Context: an optimization exercise on an open-source flow, tuned for small area. The choices shown serve that exercise and are no tape-out recipe. Power and IR drop assume default switching activity.

== job 564 ==
## hart
module hart #(
    parameter RESET_ADDR = 32'h00000000
) (
    input  wire        i_clk,
    input  wire        i_rst,
    output wire [31:0] o_imem_raddr,
    input  wire [31:0] i_imem_rdata,
    output wire [31:0] o_dmem_addr,
    output wire        o_dmem_ren,
    output wire        o_dmem_wen,
    output wire [31:0] o_dmem_wdata,
    output wire [ 3:0] o_dmem_mask,
    input  wire [31:0] i_dmem_rdata,
    output wire        o_retire_valid,
    output wire [31:0] o_retire_inst,
    output wire        o_retire_trap,
    output wire        o_retire_halt,
    output wire [ 4:0] o_retire_rs1_raddr,
    output wire [ 4:0] o_retire_rs2_raddr,
    output wire [31:0] o_retire_rs1_rdata,
    output wire [31:0] o_retire_rs2_rdata,
    output wire [ 4:0] o_retire_rd_waddr,
    output wire [31:0] o_retire_rd_wdata,
    output wire [31:0] o_retire_pc,
    output wire [31:0] o_retire_next_pc
);
Size: ~2000 cells after synthesis, roughly 380 I/O pins, roughly 29000 µm² of cells after synthesis.
Settings: LEC_CHECK=0, ABC_AREA=1, CAP_MARGIN=20, CORE_MARGIN=2, CORE_UTILIZATION=40, SETUP_SLACK_MARGIN=0.5, SLEW_MARGIN=20; clock period 13.0 ns.
standard.sh (not shown) runs the stock make flow with config.mk's settings and CLKGATE_MAP_FILE= SYNTH_SCRIPT=/design/flow/synth_recipe.tcl, a recipe that flattens the netlist after the stock synthesis.
==> flow/flow/run.sh <==
#!/bin/bash
# Layout flow: the standard flow, with three changes:
#  1. after the standard synthesis, the combinational logic is mapped again
#     by ABC for area (amap; the smallest of a few scripts); the
#     flip-flops are kept as they are, with
#     their names and cell types;
#  2. the port buffers are the smallest buffer (buf_1);
#  3. a clock tree of clkbuf_4 without dummy loads.
set -euo pipefail
here=$(pwd)
R=$here/orfs/results/sky130hd/hart/base
LIB=$FLOW_HOME/platforms/sky130hd/lib/sky130_fd_sc_hd__tt_025C_1v80.lib

# 1. standard synthesis, up to the Yosys netlist
bash standard.sh $R/1_2_yosys.v > synth.log 2>&1
cp $R/1_2_yosys.v $here/standard_synth.v

# 2. remap the combinational logic: a few ABC area scripts, keep the smallest
DU=$(sed 's/^/-dont_use /' flow/dont_use.txt | tr '\n' ' ')
SEQ=$(grep -o '^ *sky130_fd_sc_hd__[a-z0-9_]*' standard_synth.v | sort -u | grep -E '__(df|edf|sdf|dl|conb)' | tr '\n' ' ')
scripts=(
  "strash;dch,-f;amap,-F,20,-A,20;topo"
  "strash;dch,-f;amap,-F,20,-A,20,-E,1;topo"
  "strash;&get,-n;&deepsyn,-T,60;&put;dch,-f;amap,-F,20,-A,20;topo"
  "strash;&get,-n;&deepsyn,-T,60;&put;dch,-f;amap,-F,20,-A,20,-E,1;topo"
)
for i in "${!scripts[@]}"; do
  cat > remap_$i.ys <<EOY
read_liberty -ignore_miss_func $LIB
read_verilog $here/standard_synth.v
hierarchy -top hart
blackbox $SEQ
flatten
opt_clean -purge
abc -liberty $LIB $DU -script +${scripts[$i]}
opt_clean -purge
splitnets
opt_clean -purge
hilomap -singleton -hicell sky130_fd_sc_hd__conb_1 HI -locell sky130_fd_sc_hd__conb_1 LO
insbuf -buf sky130_fd_sc_hd__buf_4 A X
opt_clean -purge
tee -o $here/remap_$i.stat stat -liberty $LIB
write_verilog -noattr -nohex -nodec $here/remap_$i.v
EOY
  yosys -s remap_$i.ys > remap_$i.log 2>&1 &
done
wait
best=$(for i in "${!scripts[@]}"; do
  echo "$(grep 'Chip area for module' remap_$i.stat | tail -1 | awk '{print $NF}') $i"
done | sort -g | head -1 | awk '{print $2}')
echo "remap: candidate $best chosen" > remap_choice.txt
for i in "${!scripts[@]}"; do grep 'Chip area for module' remap_$i.stat | tail -1 >> remap_choice.txt; done
python3 flow/remap.py remap_$best.v $R/1_2_yosys.v

# 3. the rest of the standard flow
export BUFFER_PORTS_ARGS="-buffer_cell sky130_fd_sc_hd__buf_1"
export CTS_ARGS="-sink_clustering_enable -repair_clock_nets -buf_list sky130_fd_sc_hd__clkbuf_16 -dont_use_dummy_load -sink_clustering_size 38 -sink_clustering_max_diameter 60"
bash standard.sh > layout.log 2>&1
Other scripts of this flow, unchanged in this note and not shown: flow/flow/dont_use.txt, flow/flow/remap.py
Job 564 finished all stages; the layout is clean.
Edits applied to the flow inputs when going from job 564 to job 710:
diff --git a/flow/flow/run.sh b/flow/flow/run.sh
--- a/flow/flow/run.sh
+++ b/flow/flow/run.sh
@@ -55,4 +55,4 @@
 # 3. the rest of the standard flow
 export BUFFER_PORTS_ARGS="-buffer_cell sky130_fd_sc_hd__buf_1"
-export CTS_ARGS="-sink_clustering_enable -repair_clock_nets -buf_list sky130_fd_sc_hd__clkbuf_16 -dont_use_dummy_load -sink_clustering_size 38 -sink_clustering_max_diameter 60"
+export CTS_ARGS="-sink_clustering_enable -repair_clock_nets -buf_list sky130_fd_sc_hd__clkbuf_4 -dont_use_dummy_load -sink_clustering_size 11 -sink_clustering_max_diameter 40"
 bash standard.sh > layout.log 2>&1
[summary]
All of job 564 and job 710 finish clean.
Changes observed in job 710 relative to job 564: final layout net count went up by about 4%, core utilization went down by 0.36 points, cell area power density went down by about 3%, share of cell area taken by flip-flops and latches went up by 0.65 points, setup slack went down by 58 ps.
The run showing the greater power is job 564.
What job 9380 does differently from job 710 at the input level:
diff --git a/flow/flow/run.sh b/flow/flow/run.sh
--- a/flow/flow/run.sh
+++ b/flow/flow/run.sh
@@ -55,4 +55,4 @@
 # 3. the rest of the standard flow
 export BUFFER_PORTS_ARGS="-buffer_cell sky130_fd_sc_hd__buf_1"
-export CTS_ARGS="-sink_clustering_enable -repair_clock_nets -buf_list sky130_fd_sc_hd__clkbuf_4 -dont_use_dummy_load -sink_clustering_size 11 -sink_clustering_max_diameter 40"
+export CTS_ARGS="-sink_clustering_enable -repair_clock_nets -buf_list sky130_fd_sc_hd__clkbuf_4 -dont_use_dummy_load -sink_clustering_size 12 -sink_clustering_max_diameter 40"
 bash standard.sh > layout.log 2>&1
Results
Job 710 has higher clock-cell share of area than job 9380. For wire length of the first global-routing pass, job 9380 and job 710 come out practically identical. ~same clock transition at the registers of the reported paths in job 710 and job 9380. Job 9380: full flow OK, the timing, DRC and antenna checks passed.
Function was not checked in any run of this note: the RTL went through the layout flow alone.

[port drivers added, routing unchanged]
How much do the figures lean on ideal ports? The routed layouts below were timed once more, with nothing changed but the port constraints.
Step 1 assumes that a clkbuf_16 drives the clock port and a buf_2 every other input.
Step 2 also shifts input and output timing later by t, the mid clock arrival at the registers, as if the neighbouring blocks saw the same clock.
Three values: ideal ports, drivers, drivers and shift; two values: the first two.
| run | t (ns) | setup slack, ns | worst setup path after step 2 | slew at the worst register clock pin (ns) |
|---|---|---|---|---|
| job 564 | 0.664 | 1.399 / 1.372 / 1.372 | input to output | 0.12 / 0.12 |
| job 710 | 0.956 | 1.340 / 1.314 / 1.314 | input to output | 0.11 / 0.11 |
| job 9380 | 0.941 | 1.385 / 1.339 / 1.339 | input to output | 0.12 / 0.12 |
After both steps every run listed still meets setup and hold. For job 9380, which loses most, drivers alone change the setup slack by -0.046 ns; drivers and shift together by -0.046 ns.
